Source: an optimization exercise on an open RTL-to-GDS flow (aim: small area). Production flows keep margins and buffers that such runs may drop. RTL that was checked went through simulation tests only; none was proved equivalent to the original. For runs 1 to 5, only the layout was checked, not whether the RTL still works. No activity file was given, so power comes from the tool's default toggle rates.

File: design/flow/config.mk
export PLATFORM = sky130hd
export DESIGN_NAME = Digitales2_TopMod
export DESIGN_NICKNAME = Digitales2_TopMod
export VERILOG_FILES = /design/flow/design.v
export SDC_FILE = /design/flow/constraint.sdc
export NUM_CORES = 4
export LEC_CHECK = 0
export ABC_AREA = 1
export CAP_MARGIN = 20
export CORE_MARGIN = 2
export CORE_UTILIZATION = 40
export PLACE_DENSITY = 0.6
export SLEW_MARGIN = 20
File: design/flow/constraint.sdc
create_clock -name core_clock -period 10.0 [get_ports {clk}]
set_input_delay 2.0000 -clock core_clock [delete_from_list [all_inputs] [get_ports {clk}]]
set_output_delay 2.0000 -clock core_clock [all_outputs]
set_load 0.01 [all_outputs]
File: design/flow/design.v
`timescale 1ns / 1ps
module Digitales2_TopMod(
		input clk, rst,EN,
		input ps2d, ps2c,
		output correct,
		output [1:0] Alarma_Vent,
		output [7:0] Catodos,
		output [3:0] Anodos
    );
reg       smp;
reg [2:0] run;
reg       ps2_act;
wire      sat      = (run == 3'd7);
wire      ps2_next = sat ? smp : ps2_act;
wire      fall_edge = ps2_act & sat & ~smp;
always @(posedge clk, posedge rst)
	if (rst) begin
		smp <= 1'b0;
		run <= 3'd7;
		ps2_act <= 1'b0;
	end else begin
		smp <= ps2c;
		run <= (ps2c != smp) ? 3'd0 : sat ? 3'd7 : run + 3'd1;
		ps2_act <= ps2_next;
	end
reg [3:0]  rq;
reg [10:0] bus;
wire done  = (rq == 4'd1);
wire shift = fall_edge & ((rq == 4'd0) ? EN : (rq != 4'd1));
always @(posedge clk, posedge rst)
	if (rst) begin
		rq <= 4'd0;
		bus <= 11'd0;
	end else begin
		if (shift) bus <= {ps2d, bus[10:1]};
		if (rq == 4'd0) begin
			if (fall_edge & EN) rq <= 4'd11;
		end else if (done | fall_edge)
			rq <= rq - 4'd1;
	end
assign correct = bus[0];
reg brk;
wire tick = brk & done;
always @(posedge clk, posedge rst)
	if (rst) brk <= 1'b0;
	else if (done) brk <= ~brk & (bus[8:1] == 8'hF0);
wire [7:0] code = bus[8:1];
reg  [3:0] cls_in;
always @* begin
	case (code)
		8'h16: cls_in = 4'd1;
		8'h1E: cls_in = 4'd2;
		8'h26: cls_in = 4'd3;
		8'h25: cls_in = 4'd4;
		8'h2E: cls_in = 4'd5;
		8'h36: cls_in = 4'd6;
		8'h3D: cls_in = 4'd7;
		8'h3E: cls_in = 4'd8;
		8'h46: cls_in = 4'd9;
		8'h1D: cls_in = 4'd10;
		8'h45, 8'h31, 8'h5A: cls_in = 4'd11;
		8'h43: cls_in = 4'd12;
		8'h4D: cls_in = 4'd13;
		default: cls_in = (code >= 8'h2E) ? 4'd14 : 4'd0;
	endcase
end
reg [3:0] cls;
always @(posedge clk, posedge rst)
	if (rst) cls <= 4'd0;
	else if (tick) cls <= cls_in;
wire c_w   = (cls == 4'd10);
wire c_acc = (cls != 4'd0) & (cls != 4'd10) & (cls != 4'd14);
wire [3:0] c_uni = (cls <= 4'd9) ? cls : 4'd0;
reg  [1:0] c_dec;
always @* begin
	case (cls)
		4'd3: c_dec = 2'd1;
		4'd4: c_dec = 2'd2;
		4'd5, 4'd6, 4'd7, 4'd8, 4'd9, 4'd11, 4'd12, 4'd13, 4'd14: c_dec = 2'd3;
		default: c_dec = 2'd0;
	endcase
end
localparam S1 = 3'b000, S2 = 3'b001, S3 = 3'b010, S4 = 3'b011, S5 = 3'b100, S6 = 3'b110;
reg [2:0] cs;
always @(posedge clk, posedge rst)
	if (rst) cs <= S1;
	else case (cs)
		S1: if (tick & c_w) cs <= S2;
		S2: if (tick & c_acc) cs <= S3;
		S3: if (tick & c_acc) cs <= S4;
		S4: if (tick & c_acc) cs <= S5;
		S5: if (tick & c_acc) cs <= S6;
		S6: cs <= S1;
		default: cs <= cs;
	endcase
wire active = (cs == S5) | (cs == S6);
reg [1:0] r_dec;
reg [3:0] r_uni;
reg       r_pre, r_ign;
always @(posedge clk) begin
	if (cs == S2) r_dec <= c_dec;
	if (cs == S3) r_uni <= c_uni;
	if (cs == S4) r_pre <= (cls == 4'd13);
	if (cs == S5) r_ign <= (cls == 4'd12);
end
wire       wrap  = (r_dec == 2'd3) & (r_uni[3] | r_uni[2] | r_uni[1]);
wire [3:0] t_uni = wrap ? r_uni - 4'd2 : r_uni;
wire [1:0] t_dec = wrap ? 2'd0 : r_dec;
reg [14:0] lf;
reg [2:0]  hi;
wire lf_z14 = (lf[13:0] == 14'd0);
wire wrap15 = lf_z14 & ~lf[14];
always @(posedge clk, posedge rst)
	if (rst) begin
		lf <= 15'd1;
		hi <= 3'd0;
	end else begin
		lf <= {lf[13:0], lf[14] ^ lf[13] ^ lf_z14};
		if (wrap15) hi <= hi + 3'd1;
	end
wire en_ctrl = wrap15 & hi[0] & hi[1] & ~hi[2];    
reg [1:0] est;
always @(posedge clk, posedge rst)
	if (rst) est <= 2'd0;
	else if (en_ctrl) begin
		case (est)
			2'd0: if (active) est <= 2'd1;
			2'd1: est <= 2'd2;
			2'd2: est <= 2'd3;
			2'd3: est <= 2'd1;
		endcase
	end
reg [3:0] T_uni;
reg [1:0] T_dec;
reg       ok;
always @(posedge clk, posedge rst)
	if (rst) begin
		T_uni <= 4'd0;
		T_dec <= 2'd0;
	end else if (est == 2'd1) begin
		T_uni <= t_uni;
		T_dec <= t_dec;
	end
always @(posedge clk)
	if (est == 2'd1) ok <= r_pre & ~r_ign;
reg [1:0] alarm;
always @(posedge clk, posedge rst)
	if (rst) alarm <= 2'd0;
	else if (est == 2'd3)
		alarm <= ~ok ? 2'b00 : ((T_dec != 2'd0) | T_uni[3]) ? 2'b11 : T_uni[2] ? 2'b01 : 2'b00;
assign Alarma_Vent = alarm;
reg dsp_hi;
always @(posedge clk, posedge rst)
	if (rst) dsp_hi <= 1'b0;
	else if (wrap15 & hi[0] & ~hi[1] & hi[2]) dsp_hi <= ~dsp_hi;
wire [1:0] dsp = {dsp_hi, hi[2] ^ hi[1]};
reg [3:0] an;
reg [7:0] cat;
always @* begin
	case (dsp)
		2'd0: begin
			an = 4'b1110;
			case (est)
				2'd0: cat = 8'b11000000;
				2'd1: cat = 8'b11111001;
				2'd2: cat = 8'b10100100;
				default: cat = 8'b10110000;
			endcase
		end
		2'd1: begin
			an = 4'b1101;
			cat = 8'b10111111;
		end
		2'd2: begin
			an = 4'b1011;
			case (T_uni)
				4'd0: cat = 8'b11000000;
				4'd1: cat = 8'b11111001;
				4'd2: cat = 8'b10100100;
				4'd3: cat = 8'b10110000;
				4'd4: cat = 8'b10011001;
				4'd5: cat = 8'b10010010;
				4'd6: cat = 8'b10000010;
				4'd7: cat = 8'b11111000;
				4'd8: cat = 8'b10000000;
				4'd9: cat = 8'b10010000;
				default: cat = 8'b10000000;
			endcase
		end
		default: begin
			an = 4'b0111;
			case (T_dec)
				2'd0: cat = 8'b10100100;
				2'd1: cat = 8'b10110000;
				2'd2: cat = 8'b10011001;
				default: cat = 8'b10010010;
			endcase
		end
	endcase
end
assign Anodos = an;
assign Catodos = cat;
endmodule
File: design/flow/run.sh
#!/bin/bash
# synth_recipe.tcl (not shown) runs the flow's synth.tcl, then flattens the netlist and writes it again
# the make line also repeats each setting of config.mk as NAME=value (left out here)
make -C /OpenROAD-flow-scripts/flow DESIGN_CONFIG=/design/flow/config.mk WORK_HOME=/design/flow/orfs CLKGATE_MAP_FILE= SYNTH_SCRIPT=/design/flow/synth_recipe.tcl finish
==> results of run 1 <==
cell families (layout without fill, tap and decap cells):
family          Yosys count  count (layout)  share of synthesized area [%]
other cells               1               1                          0.111
fa+ha+maj                15              15                           5.54
compound gates           60              60                           10.2
buf+inv                  58              88                           6.79
flops                    66              66                           50.2
xor+xnor                  9               9                           2.32
simple gates            192             192                           24.8
synth_stat cells:
library cell,count
nand4_2,1
o21ai_1,4
o211ai_1,3
buf_4,2
inv_1,45
dfrtp_1,53
conb_1,1
nor3_1,8
o22a_1,1
xor2_1,9
ha_1,15
nand4_1,6
nor2_1,48
a22oi_1,2
a31oi_1,1
inv_2,7
nand2_2,4
nor2_4,3
o311ai_0,1
edfxtp_1,9
dfstp_2,4
inv_4,1
a211oi_2,1
clkbuf_1,1
o21ai_0,26
nand2_4,1
nand3b_1,1
buf_2,2
nor2_2,4
o221ai_1,1
a32oi_1,1
nand3_1,13
and3_1,2
a21oi_1,14
o2111ai_1,1
nand2_1,99
a21boi_1,1
nand3_2,2
o22ai_1,3
worst max-delay path, cell delays in order, from the launching register on:
cell	delay, ns
dfrtp_1	0.42
inv_1	0.09
ha_1	0.47
inv_1	0.12
nand2_1	0.10
a21oi_1	0.07
a32oi_1	0.22
clkdlybuf4s50_1	0.56
cell type report:
cell class                      count  share of cell area [%]
Clock buffer                        9                    3.19
Multi-Input combinational cell    277                    37.6
Sequential cell                    66                    43.8
Inverter                           53                    5.19
Timing Repair Buffer               19                    4.84
Clock inverter                      7                    1.97
Tap cell                          105                    3.38
sequential cells by signal, indices dropped and copies added, names as in the netlist, 2 cells and up:
signal	count
T_uni	4
rq	4
cls	4
run	3
r_dec	2
bus	11
cs	3
lf	15
hi	3
r_uni	4
alarm	2
est	2
T_dec	2
per-stage QoR:
step	instance area [sq um]	std cells	hold slack [ns]	util, %
5_1_grt	3880	536	0.397	47.2
4_1_cts	3880	536	0.381	47.2
2_1_floorplan	3390	401	0.354	-
3_5_place_dp	3680	520	0.359	44.8
6_report	3880	536	0.379	47.2
3_3_place_gp	3680	520	0.356	44.8
power by group:
group | leakage [uW] | internal (uW) | switching (uW)
logic | 0.000900 | 8.75 | 16.7
registers | 0.000805 | 281 | 3.64
clock network | 0.0000966 | 117 | 106
final timing paths:
path / startpoint / endpoint / slack, ns
setup / recovery: est[1] / Catodos[4] / 5.60
hold / removal: lf[6] / lf[7] / 0.38
setup reg to reg: run[0] / bus[1] / 7.99
hold reg to reg: lf[6] / lf[7] / 0.38
max in group asynchronous: rst / run[2] / 7.16
min in group asynchronous: rst / hi[0] / 2.00
layer usage:
metal  share of wire [%]  vias up
li1                    -     1344
met1                  48     1175
met2                  47       38
met3                 3.4       10
met4                 1.7        0
met5                   0        -
==> results.txt, run 1 <==
* Final Hold Fails at 0
* Core area at 8220 sq um
* Achievable Freq at approximately 230 MHz
* Synth Instances at 401
* Syn_nets at about 420
* Post-layout nets at between 400 and 500
* Final ANT Viol Nets at 0
* Sum Neg Setup Slack at 0 ns
* Hold crit path type: reg -> reg
* Initial antenna violation count at 0
* Layout cells sized above 1 at 10.7%
* Post-DP HPWL at 4490 microns
* Fin crit share at 44.0%
* Crit path kind: reg -> out
* Number of CTS-inserted buffers at 9
* Wire per inst at around 11 microns
* Clk slew on worst S/H paths at 0.08 ns
* Worst slew pin tran at 0.663 ns
* Clock Latency Late Sink at 0.34 ns
* Area share of the largest cell type after synthesis at 39.1%
* DR pass1 iterations at 4
* Met2 usage at 24.4%
* Vias per inst at ~4.8
* I/O Buffers at 18
* Most common cell after layout, fill and taps aside: nand2_1
* Hold Path Stages at 0
* Pwr Total at 532 uW
* Die Y at approximately 96 microns
* DRC errors left at 0
* Post-place setup slack at 6.00 ns
* Critical path arrival at 2.40 ns
* GR Util met1 at between 10% and 20%
* Slew Limit Fails at 0
* Startpoint types: flip-flop
* Number of synthesized register bits at 66
* Starting Density at 41.3%
* DIE WIDTH at just under 100 microns
* Post-cts hold buffer count at 0
* Total number of yosys warnings at 1
* Final WS setup at 5.60 ns
* Sequential cell area fraction in the yosys report at about 50%
* Largest net degree at the start of global routing at 34
* Ports at 20
* Static leakage at 0.00180 uW
* Final setup viols at 0
* Post-cts resize count at 0
* Layer with the highest usage: met2
* Ant diodes at 0
* CTS H-tree lvls at 3
* Mapped Avg Cell Area at around 8.5 sq um
* Area of the multi-input gates at 1460 sq um
* Slew margin rel. at about 56%
* Met3 Use GR at 5.40%
* Area grow syn2layout at 14.5%
* Most frequent cells in the layout: 99 x nand2_1, 53 x dfrtp_1, 48 x nor2_1
* DIE AREA at 9230 sq um
* Total global routing overflow at 0
* CTS tree: done
* Synthesized area at 3390 sq um
* Synth unique cells at 39
* Synth area leaders: dfrtp_1 39%, nand2_1 11%, edfxtp_1 8.0%
* WP data required at 8.00 ns
* CP endpoint kind: output pin
* GPL Wtd Cong at slightly below 0.9
* Area leader, netlist: dfrtp_1
* Vias at 2567
* Num rows at 33
* R2R cell count at 5
* CTS max path bufs at 2
* Max Clock Skew at 0.00788 ns
* Starting DRT DRC Count at between 60 and 70
* Tmin final at 4.40 ns
* GRT Util Overall at 14.9%
* Status: finished clean
* Sinks on Clock Net at 66
* P per Cell Area at 137 nW/um^2
* WL final at approximately 6000 microns
* Max VDD drop at 0.0000615 V
* Root Driver: clkbuf_8
* Filler Cell Count at 818
* MaxCap Viol Count at 0
* First-pass GRT wire length at 10700 microns
* RSZ-0062 raised after global routing: false
* CP Max Fanout at 16
* Vias in the first global route at around 2500
* Setup Buffers After CTS at 0
* Register Area at 1700 sq um
==> run 2: changes to the inputs <==
--- a/design/flow/config.mk
+++ b/design/flow/config.mk
@@ -9,5 +9,6 @@
 export CAP_MARGIN = 20
 export CORE_MARGIN = 2
 export CORE_UTILIZATION = 40
+export CTS_BUF_LIST = sky130_fd_sc_hd__clkbuf_4
 export PLACE_DENSITY = 0.6
 export SLEW_MARGIN = 20
==> results.txt, run 2 <==
* Vias in the first global route at 2530
* WP data required at ~8.0 ns
* Worst slew pin tran at 0.664 ns
* Largest net degree at the start of global routing at 34
* Synth unique cells at 39
* Post-layout nets at 446
* Hold crit path type: reg -> reg
* Synthesized area at 3390 sq um
* Clock Latency Late Sink at ~0.41 ns
* Most common cell in the netlist: nand2_1
* Ports at 20
* CP startpoint: est[1]
* Most common cell after layout, fill and taps aside: nand2_1
* Ant diodes at 0
* Layout cells sized above 1 at 10.7%
* Worst path max stage delay at between 0.5 and 0.6 ns
* Fin crit share at 44.8%
* RSZ-0062 raised after global routing: false
* Number of synthesized register bits at 66
* Num rows at 33
* Initial antenna violation count at 0
* Tmin final at between 4 and 5 ns
* Synth area leaders: dfrtp_1 39%, nand2_1 11%, edfxtp_1 8.0%
* DR pass1 iterations at 4
* Sequential cell area fraction in the yosys report at 50.2%
* GPL Wtd Cong at 0.864
* DRC errors left at 0
* Crit path kind: reg -> out
* CTS tree: done
* WL final at 6000 microns
* Top reg by flops: lf
* Status: finished clean
* I/O Buffers at 18
* CTS max path bufs at 2
* Ys flop type: dfrtp_1
* Most frequent cells in the layout: 99 x nand2_1, 53 x dfrtp_1, 48 x nor2_1
* Min-delay src: lf[4]
* Synth Instances at 401
* Post-cts hold buffer count at 0
* DIE AREA at 9230 sq um
* CP endpoint kind: output pin
* Sinks on Clock Net at between 60 and 70
* Clk slew on worst S/H paths at approximately 0.12 ns
* EDFF count, synth at 9
* Core area at 8220 sq um
* Final ANT Viol Nets at 0
* Worst r2r src: run[0]
* Critical path arrival at 2.48 ns
* Area share of the largest cell type after synthesis at 39.1%
* Startpoint types: flip-flop
* Mapped Avg Cell Area at between 8 and 9 sq um
* MaxCap Viol Count at 0
* Area leader, netlist: dfrtp_1
* Top post-synthesis cells by count: 99 x nand2_1, 53 x dfrtp_1, 48 x nor2_1
* Final setup viols at 0
* Achievable Freq at 223 MHz
* Final Hold Fails at 0
* Slew margin rel. at 55.6%
* Static leakage at 0.00178 uW
* Starting Density at 41.3%
* Most used cell, CP: inv_1
* Async set-reset flop share out of synthesis at between 80% and 90%
* DIE WIDTH at 96.1 microns
* Slew Limit Fails at 0
* Sum Neg Setup Slack at 0 ns
* Crit-path cells: inv_1 -> ha_1 -> inv_1 -> nand2_1 -> a21oi_1 -> a32oi_1 -> clkdlybuf4s50_1
* P per Cell Area at 128 nW/um^2
* First-pass GRT wire length at 10700 microns
* Vias at 2572
* Regs by FF count: lf (15), bus (11)
* Starting DRT DRC Count at 90
* Setup Buffers After CTS at 0
* Number of CTS-inserted buffers at 9
* Total global routing overflow at 0
* Max VDD drop at about 0.00006 V
* CP Max Fanout at 16
* Area grow syn2layout at 12.8%
* Root Driver: clkbuf_4
* Max reg flops at 15
* Syn_nets at 421
* Total number of yosys warnings at 1
* Vias per inst at 4.80
* GRT Util Overall at 14.9%
* Fin util at 46.6%
* Post-DP HPWL at 4490 microns
* Wire per inst at 11.2 microns
* Post-cts resize count at 0
* CTS H-tree lvls at 3
* Max Clock Skew at between 0.01 and 0.015 ns
* Crit-path slowest cell: clkdlybuf4s50_1
* Die Y at 96.1 microns
run 2: worst paths after layout:
path	to	depth (start not counted)	slack (ns)
setup / recovery	Catodos[4]	7	5.52
hold reg to reg	lf[5]	0	0.39
setup reg to reg	bus[1]	5	7.98
min in group asynchronous	hi[0]	2	1.92
hold / removal	lf[5]	0	0.39
max in group asynchronous	run[2]	3	7.25
run 2: layout make-up:
type                       count  area [sq um]
fill                         821          4390
sequential                    66          1700
multi-input combinational    277          1460
inverter                      53           201
timing repair buffer          19           188
tap                          105           131
clock inverter                 7          76.3
clock buffer                   9          67.6
run 2: metrics by stage:
stage	cells	power (uW)	cell area (sq um)	hold slack (ns)	worst slack (ns)
after global placement	520	314	3680	0.356	6.04
after global routing	536	517	3820	0.408	5.28
after CTS	536	498	3820	0.391	5.51
after detailed placement	520	316	3680	0.359	6.00
final	536	488	3820	0.385	5.52
after floorplan	401	309	3390	0.354	6.61
run 2: critical path, delay by kind of cell, from the launching register on:
family	cells	cell delay [ns]
compound gates	2	0.29
fa+ha+maj	1	0.46
buf+inv	3	0.77
flops	1	0.43
simple gates	1	0.10
run 2: power by group:
group	leakage [uW]	switching (uW)	total, uW	internal [uW]
clock	0.0000733	100	179	78.2
sequential	0.000805	3.65	284	280
combinational	0.000900	16.6	25.4	8.75
total	0.00178	121	488	367
run 2: metal layers:
layer	wire length, microns	global-route usage [%]	vias to the layer above
li1	-	-	1353
met1	2850	18.1	1166
met2	2810	24.4	42
met3	244	5.17	11
met4	99	5.83	0
met5	0	0	-
run 2: kinds of logic after synthesis:
| group | synth area share, % |
|---|---|
| buffers and inverters | 6.79 |
| adders and majority gates | 5.54 |
| other | 0.111 |
| AOI/OAI and AO/OA | 10.2 |
| xor gates and xnor gates | 2.32 |
| and+or+nand+nor | 24.8 |
| DFF | 50.2 |
==> run 3: changes to the inputs <==
==> design/flow/flow/run.sh (new file) <==
#!/bin/bash
set -euo pipefail
bash standard.sh \
  "ADDER_MAP_FILE=" \
  "BUFFER_PORTS_ARGS=-buffer_cell sky130_fd_sc_hd__buf_1" \
  "CTS_ARGS=-sink_clustering_enable -repair_clock_nets -dont_use_dummy_load -buf_list sky130_fd_sc_hd__clkbuf_4" \
  finish > flow_make.log 2>&1
==> design/flow/standard.sh (new file) <==
#!/bin/bash
# synth_recipe.tcl (not shown) runs the flow's synth.tcl, then flattens the netlist and writes it again
# the make line also repeats each setting of config.mk as NAME=value (left out here)
make -C /OpenROAD-flow-scripts/flow DESIGN_CONFIG=/design/flow/config.mk WORK_HOME=/design/flow/orfs CLKGATE_MAP_FILE= SYNTH_SCRIPT=/design/flow/synth_recipe.tcl "${@:-finish}"
--- a/design/flow/config.mk
+++ b/design/flow/config.mk
@@ -9,6 +9,5 @@
 export CAP_MARGIN = 20
 export CORE_MARGIN = 2
 export CORE_UTILIZATION = 40
-export CTS_BUF_LIST = sky130_fd_sc_hd__clkbuf_4
 export PLACE_DENSITY = 0.6
 export SLEW_MARGIN = 20
removed: design/flow/run.sh
==> results.txt, run 3 <==
* Largest net degree at the start of global routing at 58
* Met2 usage at approximately 26%
* Area grow syn2layout at 7.18%
* GRT Util Overall at 15.5%
* DIE WIDTH at around 94 microns
* Post-cts resize count at 0
* Filler Cell Count at between 700 and 800
* MaxCap Viol Count at 0
* WL final at 6000 microns
* Final Hold Fails at 0
* I/O Buffers at 18
* CTS max path bufs at 2
* First-pass GRT wire length at 10800 microns
* Area share of the largest cell type after synthesis at approximately 41%
* EDFF count, synth at 9
* Async set-reset flop share out of synthesis at 86.4%
* Final setup viols at 0
* Placed instance count at 502
* Fin util at 44.7%
* Crit path kind: reg -> out
* Max reg flops at 15
* Achievable Freq at 237 MHz
* Synth Instances at 386
* Ys flop type: dfrtp_1
* Critical path arrival at 2.22 ns
* Slew margin rel. at between 40% and 50%
* Hold Path Stages at 0
* Sinks on Clock Net at 66
* Die Y at around 94 microns
* Synth area leaders: dfrtp_1 41%, nand2_1 10%, edfxtp_1 8.3%
* Mapped Avg Cell Area at 8.44 sq um
* Core area at approximately 7800 sq um
* Clock Latency Late Sink at 0.40 ns
* Slew Limit Fails at 0
* Wire per inst at 11.7 microns
* Num rows at 32
* CP Max Fanout at 16
* RSZ-0062 raised after global routing: false
* Most common cell after layout, fill and taps aside: nand2_1
* Setup Buffers After CTS at 0
* Layer with the highest usage: met2
* Number of CTS-inserted buffers at 9
* Regs by FF count: lf (15), bus (11)
* Top post-synthesis cells by count: 90 x nand2_1, 53 x dfrtp_1, 51 x nor2_1
* Synthesized area at approximately 3300 sq um
* Starting DRT DRC Count at between 90 and 100
* Tmin final at 4.22 ns
* Ports at 20
* R2R cell count at 6
* P per Cell Area at 131 nW/um^2
* Total number of yosys warnings at 1
* GR Util met1 at 19.3%
* CP startpoint: est[0]
* CTS H-tree lvls at 3
* Startpoint types: flip-flop
* Fin crit share at 42.2%
* DR pass1 iterations at 5
* Layout cells sized above 1 at 10.8%
* Root Driver: clkbuf_4
* CTS tree: done
* Vias per inst at around 5
* Vias in the first global route at between 2000 and 2500
* DRC errors left at 0
* Top reg by flops: lf
* Max VDD drop at 0.0000484 V
* WP data required at 8.00 ns
* Static leakage at 0.00159 uW
* Max Clock Skew at 0.0356 ns
* Post-DP HPWL at about 4400 microns
* GPL Wtd Cong at 0.907
* Post-layout nets at 416
* Synth unique cells at 40
* Status: finished clean
* Most frequent cells in the layout: 90 x nand2_1, 53 x dfrtp_1, 51 x nor2_1
* Reg-to-reg setup timing slack at around 8.3 ns
* Min-delay src: lf[6]
* Reg2reg end: bus[3]
* Vias at 2553
* Post-cts hold buffer count at 0
* Clk slew on worst S/H paths at 0.12 ns
* Number of synthesized register bits at 66
* Sum Neg Setup Slack at 0 ns
* Ant diodes at 0
* Total global routing overflow at 0
* Starting Density at approximately two fifths
* Most common cell in the netlist: nand2_1
* CP endpoint kind: output pin
* Min-Delay Endpoint: lf[7]
* Non-Filler Instances at 511
* Final ANT Viol Nets at 0
* Syn_nets at 391
* Initial antenna violation count at 0
* Worst slew pin tran at 0.864 ns
* DIE AREA at just under 9000 sq um
* Sequential cell area fraction in the yosys report at 52.2%
* Worst r2r src: run[0]
* Met3 Use GR at 5.14%
* Hold crit path type: reg -> reg
* Area leader, netlist: dfrtp_1
==> run 3: cell count changes after synthesis, moves of 3 or more <==
cell	before	now
nor2_2	4	7
ha_1	15	0
xor2_1	9	4
nand3_1	13	18
o21ai_1	4	12
o31ai_1	0	5
nor2_1	48	51
o21ai_0	26	16
xnor2_1	0	3
nand2_1	99	90
==> run 3: report_power, final <==
part	switching, uW	internal (uW)	leakage [uW]
clock network	80.5	41.9	0.0000414
logic	26.9	15.7	0.000743
registers	10.3	282	0.000806
==> run 3: critical path: stages, from the launching register on <==
cell and delay [ns]:
dfrtp_1 0.42, inv_1 0.07, nor2_1 0.66, o21ai_0 0.23, o31ai_1 0.11, inv_1 0.08, o31ai_1 0.07, buf_1 0.18
==> run 3: worst max-delay path by stage <==
stage,endpoint,depth (start not counted)
floorplan,T_dec[0],1
global placement,Catodos[3],6
detailed placement,Catodos[0],7
CTS,Catodos[0],7
global route,Catodos[0],7
finish,Catodos[0],7
==> run 3: area by class of cell <==
class                   instances  area (sq um)  share of cell area, %
inverters                      51           191                   5.48
repair buffers                 19          75.1                   2.15
multi-input cells             264          1330                   38.1
well taps                     102           128                   3.65
clock buffers                   9          67.6                   1.93
flip-flops and latches         66          1700                   48.7
==> run 3: per-stage QoR <==
step | setup slack (ns) | hold slack, ns | total power [uW] | area [sq um]
finish | 5.78 | 0.340 | 458 | 3490
global route | 5.53 | 0.359 | 485 | 3490
CTS | 5.74 | 0.346 | 467 | 3490
detailed placement | 6.17 | 0.360 | 342 | 3420
global placement | 6.32 | 0.359 | 341 | 3420
floorplan | 6.61 | 0.354 | 333 | 3260
==> run 3: metal layers <==
metal | vias up | share of wire, %
li1 | 1308 | -
met4 | 0 | 1.1
met2 | 43 | 48
met3 | 6 | 3.4
met5 | - | 0
met1 | 1196 | 48
==> run 3: kinds of logic (layout without fill, tap and decap cells) <==
| family | count (synthesis) | count (layout) | synth area share [%] |
|---|---|---|---|
| AO/OA/AOI/OAI | 60 | 60 | 10.9 |
| flip-flops | 66 | 66 | 52.2 |
| buffers and inverters | 56 | 79 | 6.99 |
| other | 1 | 1 | 0.115 |
| AND/OR/NAND/NOR | 196 | 196 | 27.9 |
| XOR/XNOR | 7 | 7 | 1.88 |
==> run 4: changes to the inputs <==
==> design/flow/flow/run.sh (replaced) <==
#!/bin/bash
set -euo pipefail
bash standard.sh \
  "ADDER_MAP_FILE=" \
  "BUFFER_PORTS_ARGS=-buffer_cell sky130_fd_sc_hd__buf_1" \
  "CTS_ARGS=-sink_clustering_enable -repair_clock_nets -dont_use_dummy_load -buf_list sky130_fd_sc_hd__clkbuf_4" \
  "RECOVER_POWER=100" \
  finish > flow_make.log 2>&1
==> results.txt, run 4 <==
* Status: failed layout checks
* Layout check failures: max-capacitance violations, max-slew violations
* Static leakage at 0.00156 uW
* Startpoint types: input port
* CP delay by family, top: buffers and inverters
* Ys flop type: dfrtp_1
* DR pass1 iterations at 4
* Core area at 7810 sq um
* Root Driver: clkbuf_4
* Total global routing overflow at 0
* MaxCap Viol Count at 1
* Worst r2r src: run[0]
* WL final at between 6000 and 7000 microns
* Area leader, netlist: dfrtp_1
* Post-cts resize count at 0
* Vias per inst at 5.01
* Async set-reset flop share out of synthesis at 86.4%
* WP data required at between 9 and 10 ns
* Starting Density at around two fifths
* Clk slew on worst S/H paths at 0.12 ns
* CTS tree: done
* Layout cells sized above 1 at 7.82%
* Post-cts hold buffer count at 0
* CP startpoint: rst
* EDFF count, synth at 9
* Most common cell after layout, fill and taps aside: nand2_1
* RSZ-0062 raised after global routing: false
* Placed cell areas at 3420 sq um
* Area share of the largest cell type after synthesis at 40.7%
* Tmin final at 4.48 ns
* Final setup viols at 0
* Num rows at 32
* Synthesized area at 3260 sq um
* CTS max path bufs at 2
* Final ANT Viol Nets at 0
* DRC errors left at 0
* Final Hold Fails at 0
* Total number of yosys warnings at 1
* Starting DRT DRC Count at just over 100
* Min-delay src: lf[6]
* GPL Wtd Cong at 0.907
* Number of CTS-inserted buffers at 9
* Worst slew pin tran at roughly 3.1 ns
* Ant diodes at 0
* Most common cell in the netlist: nand2_1
* Sum Neg Setup Slack at 0 ns
* P per Cell Area at 131 nW/um^2
* Setup Buffers After CTS at 0
* Top reg by flops: lf
* Worst path max stage delay at approximately 2.1 ns
* Post-DP HPWL at 4390 microns
* Synth unique cells at 40
* Die Y at 94.3 microns
* Max Clock Skew at 0.0329 ns
* Wire per inst at 11.8 microns
* Fin util at 44.0%
* Achievable Freq at 223 MHz
* Crit-path cells: buf_1 -> clkinv_1 -> clkbuf_1
* CP endpoint kind: async pin
* Vias at 2562
* Critical path arrival at 4.29 ns
* Area grow syn2layout at 5.34%
* Synth Instances at 386
* Initial antenna violation count at 0
* Max VDD drop at 0.0000472 V
* Ports at 20
* Top post-synthesis cells by count: 90 x nand2_1, 53 x dfrtp_1, 51 x nor2_1
* Fin crit share at 44.8%
* Post-layout nets at 416
* Slew margin rel. at -104%
* Mapped Avg Cell Area at 8.44 sq um
* Hold crit path type: reg -> reg
* Sequential cell area fraction in the yosys report at 52.2%
* Max reg flops at 15
* Number of synthesized register bits at 66
* Slew Limit Fails at 58
* GRT Util Overall at about 16%
* Most frequent cells in the layout: 90 x nand2_1, 55 x nor2_1, 53 x dfrtp_1
* Post-route cell area at 3430 sq um
* First-pass GRT wire length at between 10000 and 15000 microns
* I/O Buffers at 18
* CTS H-tree lvls at 3
* DIE AREA at approximately 8900 sq um
* DIE WIDTH at between 90 and 100 microns
* Vias in the first global route at 2491
* Clock Latency Late Sink at 0.40 ns
* Regs by FF count: lf (15), bus (11)
* CP Max Fanout at 57
* Crit-path slowest cell: clkbuf_1
* Crit path kind: in -> async
* Syn_nets at 391
* Synth area leaders: dfrtp_1 41%, nand2_1 10%, edfxtp_1 8.3%
* Buf/Inv on CP at 3
* Largest net degree at the start of global routing at 58
* Sinks on Clock Net at 66
[run 4: cell count changes in the layout (fill, tap and decap cells not counted), moves of 2 or more]
cell	delta
dfstp_1	+2
dfstp_2	-2
nand3_1	+3
nand3_2	-2
nor2_1	+4
nor2_2	-2
o21ai_0	+10
o21ai_1	-10
[run 4: through the flow]
stage	cells	setup slack (ns)	power, uW	hold WS, ns
3_3_place_gp	502	6.32	341	0.359
5_1_grt	511	4.80	477	0.359
3_5_place_dp	502	6.17	342	0.360
4_1_cts	511	5.74	467	0.346
2_1_floorplan	386	6.61	333	0.354
6_report	511	5.52	450	0.342
[run 4: area by class of cell]
| cell class | count | area, sq um |
|---|---|---|
| clock buffer | 9 | 67.6 |
| inverter | 51 | 191 |
| sequential | 66 | 1700 |
| tap | 102 | 128 |
| fill | 780 | 4380 |
| multi-input combinational | 264 | 1270 |
| timing repair buffer | 19 | 71.3 |
[run 4: path summary, 6_finish.rpt]
check	end	slack (ns)	cells after the start
min in group asynchronous	bus[9]	2.73	3
max in group core_clock	Catodos[0]	5.78	7
max	T_uni[2]	5.52	3
max reg2reg	bus[3]	7.99	6
min reg2reg	lf[7]	0.34	0
min	lf[7]	0.34	0
[run 4: routing by layer]
metal	vias to the layer above	wire length (microns)	global-route usage, %
met5	-	0	0
met4	0	69	4.47
met3	6	175	5.14
met2	33	2870	25.7
met1	1215	2900	19.3
li1	1308	-	-
[run 4: report_power, final]
group          total [uW]  internal, uW  switching [uW]
sequential            291           282            8.86
combinational        36.4          13.3            23.0
clock                 122          41.9            80.5
total                 450           337             112
[run 4: logic make-up after synthesis]
group           after synthesis  synth area share [%]
simple gates                196                  27.9
xor+xnor                      7                  1.88
flops                        66                  52.2
other cells                   1                 0.115
buf+inv                      56                  6.99
compound gates               60                  10.9
==> run 5: changes to the inputs <==
==> design/flow/flow/run.sh (replaced) <==
#!/bin/bash
set -euo pipefail
bash standard.sh \
  "ADDER_MAP_FILE=" \
  "BUFFER_PORTS_ARGS=-buffer_cell sky130_fd_sc_hd__buf_1" \
  "CTS_ARGS=-sink_clustering_enable -repair_clock_nets -dont_use_dummy_load -buf_list sky130_fd_sc_hd__clkbuf_8 -sink_clustering_size 25 -sink_clustering_max_diameter 200" \
  "RECOVER_POWER=100" \
  finish > flow_make.log 2>&1
==> results.txt, run 5 <==
* Area leader, netlist: dfrtp_1
* Initial antenna violation count at 0
* Sum Neg Setup Slack at 0 ns
* Ports at 20
* Crit-path cells: buf_1 -> clkinv_1 -> clkbuf_1
* Sinks on Clock Net at 66
* Most frequent cells in the layout: 90 x nand2_1, 55 x nor2_1, 53 x dfrtp_1
* P per Cell Area at 142 nW/um^2
* Max VDD drop at approximately 0.000054 V
* DR pass1 iterations at 5
* Mapped Avg Cell Area at 8.44 sq um
* Layout check failures: max-capacitance violations, max-slew violations
* Reg-to-reg setup timing slack at 8.00 ns
* Final setup viols at 0
* Vias at 2568
* Max Clock Skew at 0.0217 ns
* Slew margin rel. at -103%
* Post-place setup slack at 6.17 ns
* Hold crit path type: reg -> reg
* Final WS setup at 5.44 ns
* Tmin final at 4.56 ns
* Post-DP HPWL at 4390 microns
* Startpoint types: input port
* R2R cell count at 6
* Sequential cell area fraction in the yosys report at 52.2%
* Most common cell after layout, fill and taps aside: nand2_1
* EDFF count, synth at 9
* Worst path max stage delay at 2.13 ns
* Top post-synthesis cells by count: 90 x nand2_1, 53 x dfrtp_1, 51 x nor2_1
* Die Y at 94.3 microns
* DRC errors left at 0
* Synth unique cells at 40
* Vias in the first global route at 2509
* Top reg by flops: lf
* MaxCap Viol Count at 1
* Num rows at 32
* Final Hold Fails at 0
* Xor/xnor cell area share of the yosys netlist at under 10%
* Min-delay src: lf[6]
* GPL Wtd Cong at 0.907
* Largest net degree at the start of global routing at 58
* DIE WIDTH at 94.3 microns
* I/O Buffers at 18
* CTS max path bufs at 2
* Number of synthesized register bits at 66
* Crit-path slowest cell: clkbuf_1
* Synthesized area at 3260 sq um
* Largest family of logic cells by synthesized area: simple AND/OR/NAND/NOR gates
* Min-Delay Endpoint: lf[7]
* WL final at 6060 microns
* Static leakage at 0.00158 uW
* Number of CTS-inserted buffers at 9
* First-pass GRT wire length at 10800 microns
* Max reg flops at 15
* Reg2reg end: bus[3]
* Achievable Freq at around 220 MHz
* Synth Area in Adders at 0%
* Regs by FF count: lf (15), bus (11)
* Ant diodes at 0
* Area share of the largest cell type after synthesis at 40.7%
* Compound-cell area share of the yosys netlist at 10.9%
* Layout cells sized above 1 at 7.82%
* CP Max Fanout at 57
* Post-layout nets at 416
* Most common cell in the netlist: nand2_1
* Status: failed layout checks
* Async set-reset flop share out of synthesis at 86.4%
* Starting DRT DRC Count at 106
* Area grow syn2layout at 7.07%
* Fin crit share at 45.6%
* Synth Instances at 386
* WP data required at 9.75 ns
* Wire per inst at 11.9 microns
* Placed instance count at 502
* Final ANT Viol Nets at 0
* Syn_nets at around 390
* Clock Latency Late Sink at between 0.3 and 0.4 ns
* Total global routing overflow at 0
* Starting Density at between 40% and 50%
* Clk slew on worst S/H paths at 0.08 ns
* Setup Buffers After CTS at 0
* Crit path kind: in -> async
* Hold Path Stages at 0
* Worst slew pin tran at around 3.0 ns
* DIE AREA at 8880 sq um
* Post-cts hold buffer count at 0
* CTS tree: done
* Root Driver: clkbuf_8
* Post-cts resize count at 0
* CTS H-tree lvls at 3
* Vias per inst at between 5 and 6
* Core area at 7810 sq um
* Total number of yosys warnings at 1
* CP endpoint kind: async pin
* Simple-Gate Fraction of Synth Area at 27.9%
* Multiplexer share of the synthesized area at 0%
* Critical path arrival at 4.30 ns
* GRT Util Overall at roughly 15%
* Slew Limit Fails at between 50 and 60
* Ys flop type: dfrtp_1
* Worst r2r src: run[0]
* Synth area leaders: dfrtp_1 41%, nand2_1 10%, edfxtp_1 8.3%
* Non-Filler Instances at 511
* RSZ-0062 raised after global routing: false
run 5: cell counts after synthesis:
Identical to the previous run, type by type.
run 5: worst max path at each step:
| stage | from | endpoint | slack [ns] |
|---|---|---|---|
| 6_report | rst | T_uni[2] | 5.44 |
| 3_3_place_gp | est[1] | Catodos[3] | 6.32 |
| 5_1_grt | rst | T_dec[0] | 4.72 |
| 4_1_cts | est[0] | Catodos[0] | 5.82 |
| 3_5_place_dp | est[0] | Catodos[0] | 6.17 |
| 2_1_floorplan | rst | T_dec[0] | 6.61 |
run 5: worst max-delay path: cells and delay by family:
kind                   cells  cell delay [ns]
buffers and inverters      3             2.23
run 5: layout make-up:
class                           count  area (sq um)
Tap cell                          102           128
Clock buffer                        9           124
Inverter                           51           191
Timing Repair Buffer               19          71.3
Sequential cell                    66          1700
Fill cell                         771          4320
Multi-Input combinational cell    264          1270
run 5: kinds of logic (layout without fill, tap and decap cells):
family	count (synthesis)	after routing
flip-flops	66	66
buffers and inverters	56	79
AO/OA/AOI/OAI	60	60
XOR/XNOR	7	7
AND/OR/NAND/NOR	196	196
other	1	1
run 5: report_power, final:
group / switching (uW) / total (uW) / internal [uW]
logic: 23.1 / 36.5 / 13.3
registers: 8.91 / 292 / 283
clock network: 85.8 / 166 / 80.2
run 5: per-stage QoR:
step / cell area [sq um] / total power (uW) / hold slack [ns] / utilization (%)
finish: 3490 / 494 / 0.350 / 44.7
floorplan: 3260 / 333 / 0.354 / -
detailed placement: 3420 / 342 / 0.360 / 43.9
CTS: 3550 / 511 / 0.356 / 45.4
global route: 3490 / 521 / 0.374 / 44.7
global placement: 3420 / 341 / 0.359 / 43.9
run 5: metal layers:
metal,track usage (%),wire length [microns],up-vias
li1,-,-,1307
met1,19.4,2890,1211
met2,25.3,2900,48
met3,4.98,246,2
met4,5.19,23,0
met5,0,0,-
==> run 6: changes to the inputs <==
--- a/design/flow/design.v
+++ b/design/flow/design.v
@@ -97,28 +97,26 @@
 reg [1:0] r_dec;
 reg [3:0] r_uni;
 reg       r_pre, r_ign;
-always @(posedge clk) begin
-	if (cs == S2) r_dec <= c_dec;
-	if (cs == S3) r_uni <= c_uni;
-	if (cs == S4) r_pre <= (cls == 4'd13);
-	if (cs == S5) r_ign <= (cls == 4'd12);
-end
-wire       wrap  = (r_dec == 2'd3) & (r_uni[3] | r_uni[2] | r_uni[1]);
-wire [3:0] t_uni = wrap ? r_uni - 4'd2 : r_uni;
-wire [1:0] t_dec = wrap ? 2'd0 : r_dec;
-reg [14:0] lf;
-reg [2:0]  hi;
-wire lf_z14 = (lf[13:0] == 14'd0);
-wire wrap15 = lf_z14 & ~lf[14];
 always @(posedge clk, posedge rst)
 	if (rst) begin
-		lf <= 15'd1;
-		hi <= 3'd0;
+		r_dec <= 2'd0;
+		r_uni <= 4'd0;
+		r_pre <= 1'b0;
+		r_ign <= 1'b0;
 	end else begin
-		lf <= {lf[13:0], lf[14] ^ lf[13] ^ lf_z14};
-		if (wrap15) hi <= hi + 3'd1;
+		if (cs == S2) r_dec <= c_dec;
+		if (cs == S3) r_uni <= c_uni;
+		if (cs == S4) r_pre <= (cls == 4'd13);
+		if (cs == S5) r_ign <= (cls == 4'd12);
 	end
-wire en_ctrl = wrap15 & hi[0] & hi[1] & ~hi[2];    
+wire [4:0] temp = {1'b0, r_uni} + ((r_dec == 2'd3) ? 5'd30 : (r_dec == 2'd2) ? 5'd20 :
+                                   (r_dec == 2'd1) ? 5'd10 : 5'd0);
+reg [17:0] cont;
+always @(posedge clk, posedge rst)
+	if (rst) cont <= 18'd0;
+	else cont <= cont + 18'd1;
+wire en_mod  = (cont[16:0] == 17'h0FFFF);
+wire en_ctrl = (cont == 18'h1FFFF);
 reg [1:0] est;
 always @(posedge clk, posedge rst)
 	if (rst) est <= 2'd0;
@@ -130,30 +128,29 @@
 			2'd3: est <= 2'd1;
 		endcase
 	end
-reg [3:0] T_uni;
-reg [1:0] T_dec;
+reg [4:0] T;
 reg       ok;
 always @(posedge clk, posedge rst)
 	if (rst) begin
-		T_uni <= 4'd0;
-		T_dec <= 2'd0;
+		T <= 5'd0;
+		ok <= 1'b0;
 	end else if (est == 2'd1) begin
-		T_uni <= t_uni;
-		T_dec <= t_dec;
+		T <= temp;
+		ok <= r_pre & ~r_ign;
 	end
-always @(posedge clk)
-	if (est == 2'd1) ok <= r_pre & ~r_ign;
 reg [1:0] alarm;
 always @(posedge clk, posedge rst)
 	if (rst) alarm <= 2'd0;
 	else if (est == 2'd3)
-		alarm <= ~ok ? 2'b00 : ((T_dec != 2'd0) | T_uni[3]) ? 2'b11 : T_uni[2] ? 2'b01 : 2'b00;
+		alarm <= ~ok ? 2'b00 : (T[4] | T[3]) ? 2'b11 : T[2] ? 2'b01 : 2'b00;
 assign Alarma_Vent = alarm;
 reg dsp_hi;
 always @(posedge clk, posedge rst)
 	if (rst) dsp_hi <= 1'b0;
-	else if (wrap15 & hi[0] & ~hi[1] & hi[2]) dsp_hi <= ~dsp_hi;
-wire [1:0] dsp = {dsp_hi, hi[2] ^ hi[1]};
+	else if (cont == 18'h2FFFF) dsp_hi <= ~dsp_hi;
+wire [1:0] dsp = {dsp_hi, cont[17] ^ cont[16]};
+wire [4:0] uni = (T < 5'd10) ? T : (T < 5'd20) ? T - 5'd10 : (T < 5'd30) ? T - 5'd20 : T - 5'd30;
+wire [1:0] dec = (T < 5'd10) ? 2'd0 : (T < 5'd20) ? 2'd1 : (T < 5'd30) ? 2'd2 : 2'd3;
 reg [3:0] an;
 reg [7:0] cat;
 always @* begin
@@ -173,7 +170,7 @@
 		end
 		2'd2: begin
 			an = 4'b1011;
-			case (T_uni)
+			case (uni[3:0])
 				4'd0: cat = 8'b11000000;
 				4'd1: cat = 8'b11111001;
 				4'd2: cat = 8'b10100100;
@@ -183,13 +180,12 @@
 				4'd6: cat = 8'b10000010;
 				4'd7: cat = 8'b11111000;
 				4'd8: cat = 8'b10000000;
-				4'd9: cat = 8'b10010000;
-				default: cat = 8'b10000000;
+				default: cat = 8'b10010000;
 			endcase
 		end
 		default: begin
 			an = 4'b0111;
-			case (T_dec)
+			case (dec)
 				2'd0: cat = 8'b10100100;
 				2'd1: cat = 8'b10110000;
 				2'd2: cat = 8'b10011001;
==> design/flow/run.sh (new file) <==
#!/bin/bash
# synth_recipe.tcl (not shown) runs the flow's synth.tcl, then flattens the netlist and writes it again
# the make line also repeats each setting of config.mk as NAME=value (left out here)
make -C /OpenROAD-flow-scripts/flow DESIGN_CONFIG=/design/flow/config.mk WORK_HOME=/design/flow/orfs CLKGATE_MAP_FILE= SYNTH_SCRIPT=/design/flow/synth_recipe.tcl finish
--- a/design/flow/config.mk
+++ b/design/flow/config.mk
@@ -5,7 +5,6 @@
 export SDC_FILE = /design/flow/constraint.sdc
 export NUM_CORES = 4
 export LEC_CHECK = 0
-export ABC_AREA = 1
 export CAP_MARGIN = 20
 export CORE_MARGIN = 2
 export CORE_UTILIZATION = 40
removed: design/flow/flow/run.sh
removed: design/flow/standard.sh
==> results.txt, run 6 <==
* Status: finished clean
* Synthesized area at 4000 sq um
* Placed cell areas at 4210 sq um
* Max reg flops at 18
* Sw Share at around a fifth
* Top post-synthesis cells by count: 62 x dfrtp_1, 40 x nand2_1, 29 x nor2_1
* Achievable Freq at roughly 200 MHz
* CP endpoint: Catodos[6]
* Clock power share at 42.3%
* Placed instance count at 545
* Reg2reg end: bus[2]
* Synth Instances at 419
* Initial antenna violation count at 0
* Final Hold Fails at 0
* Worst path max stage delay at about 0.6 ns
* Setup Buffers After CTS at 0
* Most used cell, CP: ha_1
* Ys flop type: dfrtp_1
* Static leakage at 0.00194 uW
* Layout cells sized above 1 at 12.1%
* Final WS setup at 4.92 ns
* Min-delay src: cont[0]
* Slew margin rel. at 47.4%
* Core area at between 9000 and 10000 sq um
* Most frequent cells in the layout: 62 x dfrtp_1, 40 x nand2_1, 29 x nor2_1
* Area leader, netlist: dfrtp_1
* Buf/Inv on CP at 2
* Final ANT Viol Nets at 0
* Non-Filler Instances at 561
* Most common cell after layout, fill and taps aside: dfrtp_1
* CP startpoint: T[2]
* Sum Neg Setup Slack at 0 ns
* Critical path arrival at 3.08 ns
* First-pass GRT wire length at 12600 microns
* GRT Util Overall at between 10 and 15%
* Mapped Avg Cell Area at 9.55 sq um
* Regs by FF count: cont (18), bus (11), T (5)
* GPL Wtd Cong at between 0.8 and 0.9
* CTS max path bufs at 2
* Hold crit path type: reg -> reg
* GR Util met1 at ~18%
* Num rows at 36
* CP endpoint kind: output pin
* DIE WIDTH at 104 microns
* Crit path kind: reg -> out
* Tmin final at 5.08 ns
* Most common cell in the netlist: dfrtp_1
* Crit-path slowest cell: clkdlybuf4s50_1
* Wire per inst at ~12 microns
* Ant diodes at 0
* Layer with the highest usage: met2
* Post-layout nets at 449
* Final setup viols at 0
* Pint at 390 uW
* Async set-reset flop share out of synthesis at 100%
* Sequential cell area fraction in the yosys report at between 40% and 50%
* Ports at 20
* Vias at about 3000
* Fin crit share at between 50% and 60%
* Starting DRT DRC Count at 179
* Reg-to-reg setup timing slack at 8.07 ns
* CTS tree: done
* Total number of yosys warnings at 1
* Crit-path cells: inv_1 -> ha_1 -> nor2b_1 -> nor2_1 -> or3_4 -> nand2_1 -> ha_1 -> o21ai_0 -> o32ai_1 -> clkdlybuf4s50_1
* P per Cell Area at 112 nW/um^2
* Worst r2r src: run[0]
* Vias in the first global route at about 2800
* Post-place setup slack at 5.30 ns
* Top reg by flops: cont
* CTS H-tree lvls at 3
* Root Driver: clkbuf_8
* DRC errors left at 0
* WL final at 6950 microns
* Clock Latency Late Sink at ~0.33 ns
* Startpoint types: flip-flop
* Combinational Power Share at under 10%
* Synth unique cells at slightly below 70
* Pwr Total at 492 uW
* R2R cell count at 5
* Number of CTS-inserted buffers at 9
* Post-route cell area at 4400 sq um
* Clk slew on worst S/H paths at approximately 0.07 ns
* Area grow syn2layout at 10.0%
* Met2 usage at 22.5%
* Slew Limit Fails at 0
* CP Depth at 10
* NetSw at 102 uW
* Synth area leaders: dfrtp_1 39%, ha_1 6.3%, mux2_2 3.9%
* Post-cts hold buffer count at 0
* Max VDD drop at between 0.00009 and 0.0001 V
* DR pass1 iterations at 4
* WP data required at roughly 8 ns
* Worst slew pin tran at 0.788 ns
* Number of synthesized register bits at 65
* EDFF count, synth at 0
* Die Y at 104 microns
* Met3 Use GR at 3.63%
* DIE AREA at 10800 sq um
* CP delay by family, top: simple AND/OR/NAND/NOR gates
* I/O Buffers at 18
* Post-DP HPWL at 4900 microns
* RSZ-0062 raised after global routing: false
* Starting Density at 41.1%
* Total global routing overflow at 0
* Sinks on Clock Net at 65
* Area share of the largest cell type after synthesis at 38.8%
* Max Clock Skew at 0.00716 ns
* Syn_nets at 445
* MaxCap Viol Count at 0
* Post-cts resize count at 0
* CP Max Fanout at 10
* Vias per inst at around 5.2
* Largest net degree at the start of global routing at 66
* Sequential power share at between 50% and 60%
-- run 6: changes by cell type after synthesis, sizes merged, moves of 14 or more --
| cell | delta |
|---|---|
| mux2 | +14 |
| nand2 | -54 |
| inv | -32 |
| ha | +20 |
| a21oi | +14 |
| nor2 | -32 |
-- run 6: through the flow --
stage                     util [%]  hold slack (ns)
after CTS                     45.2            0.454
after floorplan                  -            0.422
after global placement        43.2            0.438
final                         45.2            0.447
after detailed placement      43.2            0.444
after global routing          45.2            0.464
-- run 6: logic make-up after synthesis --
logic type / after synthesis / share of synthesized area, %
other cells: 1 / 0.0937
compound gates: 98 / 17.0
mux: 16 / 4.44
buf+inv: 46 / 5.63
xor+xnor: 24 / 5.26
fa+ha+maj: 21 / 6.76
simple gates: 148 / 20.1
flops: 65 / 40.8
-- run 6: routing by layer --
| layer | vias up | routed length, microns |
|---|---|---|
| li1 | 1499 | - |
| met1 | 1379 | 3360 |
| met2 | 51 | 3250 |
| met3 | 8 | 258 |
| met4 | 0 | 73 |
| met5 | - | 0 |
-- run 6: worst min-delay path by stage --
stage,depth (start not counted),endpoint,slack (ns)
floorplan,1,cont[0],0.42
finish,1,cont[0],0.45
detailed placement,1,cont[0],0.44
global route,1,cont[0],0.46
CTS,1,cont[0],0.45
global placement,1,cont[0],0.44
-- run 6: layout make-up --
class / instances / area (sq um)
Fill cell: 950 / 5330
Clock inverter: 2 / 10.0
Timing Repair Buffer: 20 / 195
Tap cell: 133 / 166
Inverter: 19 / 71.3
Clock buffer: 14 / 183
Sequential cell: 65 / 1630
Multi-Input combinational cell: 308 / 2140
-- run 6: power by group through the flow --
stage / Clock (uW) / Combinational, uW / Sequential, uW
after floorplan: 0 / 9.79 / 275
after global placement: 0 / 13.7 / 275
after detailed placement: 0 / 14.3 / 275
after CTS: 218 / 14.2 / 271
after global routing: 230 / 16.2 / 271
final: 208 / 13.4 / 271

[separate check: timing with driven ports]
The flow's constraints put no driver on any port. The routed layouts listed below were extracted and timed again, unchanged, in two steps.
Step 1 (the two cells are an assumption about what drives the block):
set clk [get_ports {clk}]
set_driving_cell -lib_cell sky130_fd_sc_hd__clkbuf_16 $clk
set_driving_cell -lib_cell sky130_fd_sc_hd__buf_2 [delete_from_list [all_inputs] $clk]
Step 2 adds t to the input delays and takes it off the output delays; t is the mean of the earliest and latest rising clock arrival at the registers after step 1. Input paths then give back, and output paths get back, about the clock's delay inside the block.
Three values: ideal ports, drivers, drivers and shift; two values: the first two.
run	t (ns)	setup slack, ns	worst register clock-pin slew, ns	worst data-port slew with drivers (ns)	pins driven straight from the clock port
run 1	0.364	5.605 / 5.573 / 5.937	0.08 / 0.08	0.03	1
run 2	0.434	5.520 / 5.491 / 5.925	0.12 / 0.12	0.03	1
run 3	0.408	5.783 / 5.757 / 6.165	0.12 / 0.12	0.03	1
run 4	0.407	5.516 / 5.523 / 5.115	0.12 / 0.12	0.03	1
run 5	0.352	5.444 / 5.454 / 5.102	0.08 / 0.08	0.03	1
run 6	0.355	4.923 / 4.893 / 5.248	0.07 / 0.07	0.03	1
The setup slack of run 4, which loses most, moves by +0.007 ns with the drivers and by -0.401 ns with both steps. The worst setup slack also covers recovery checks on asynchronous resets.
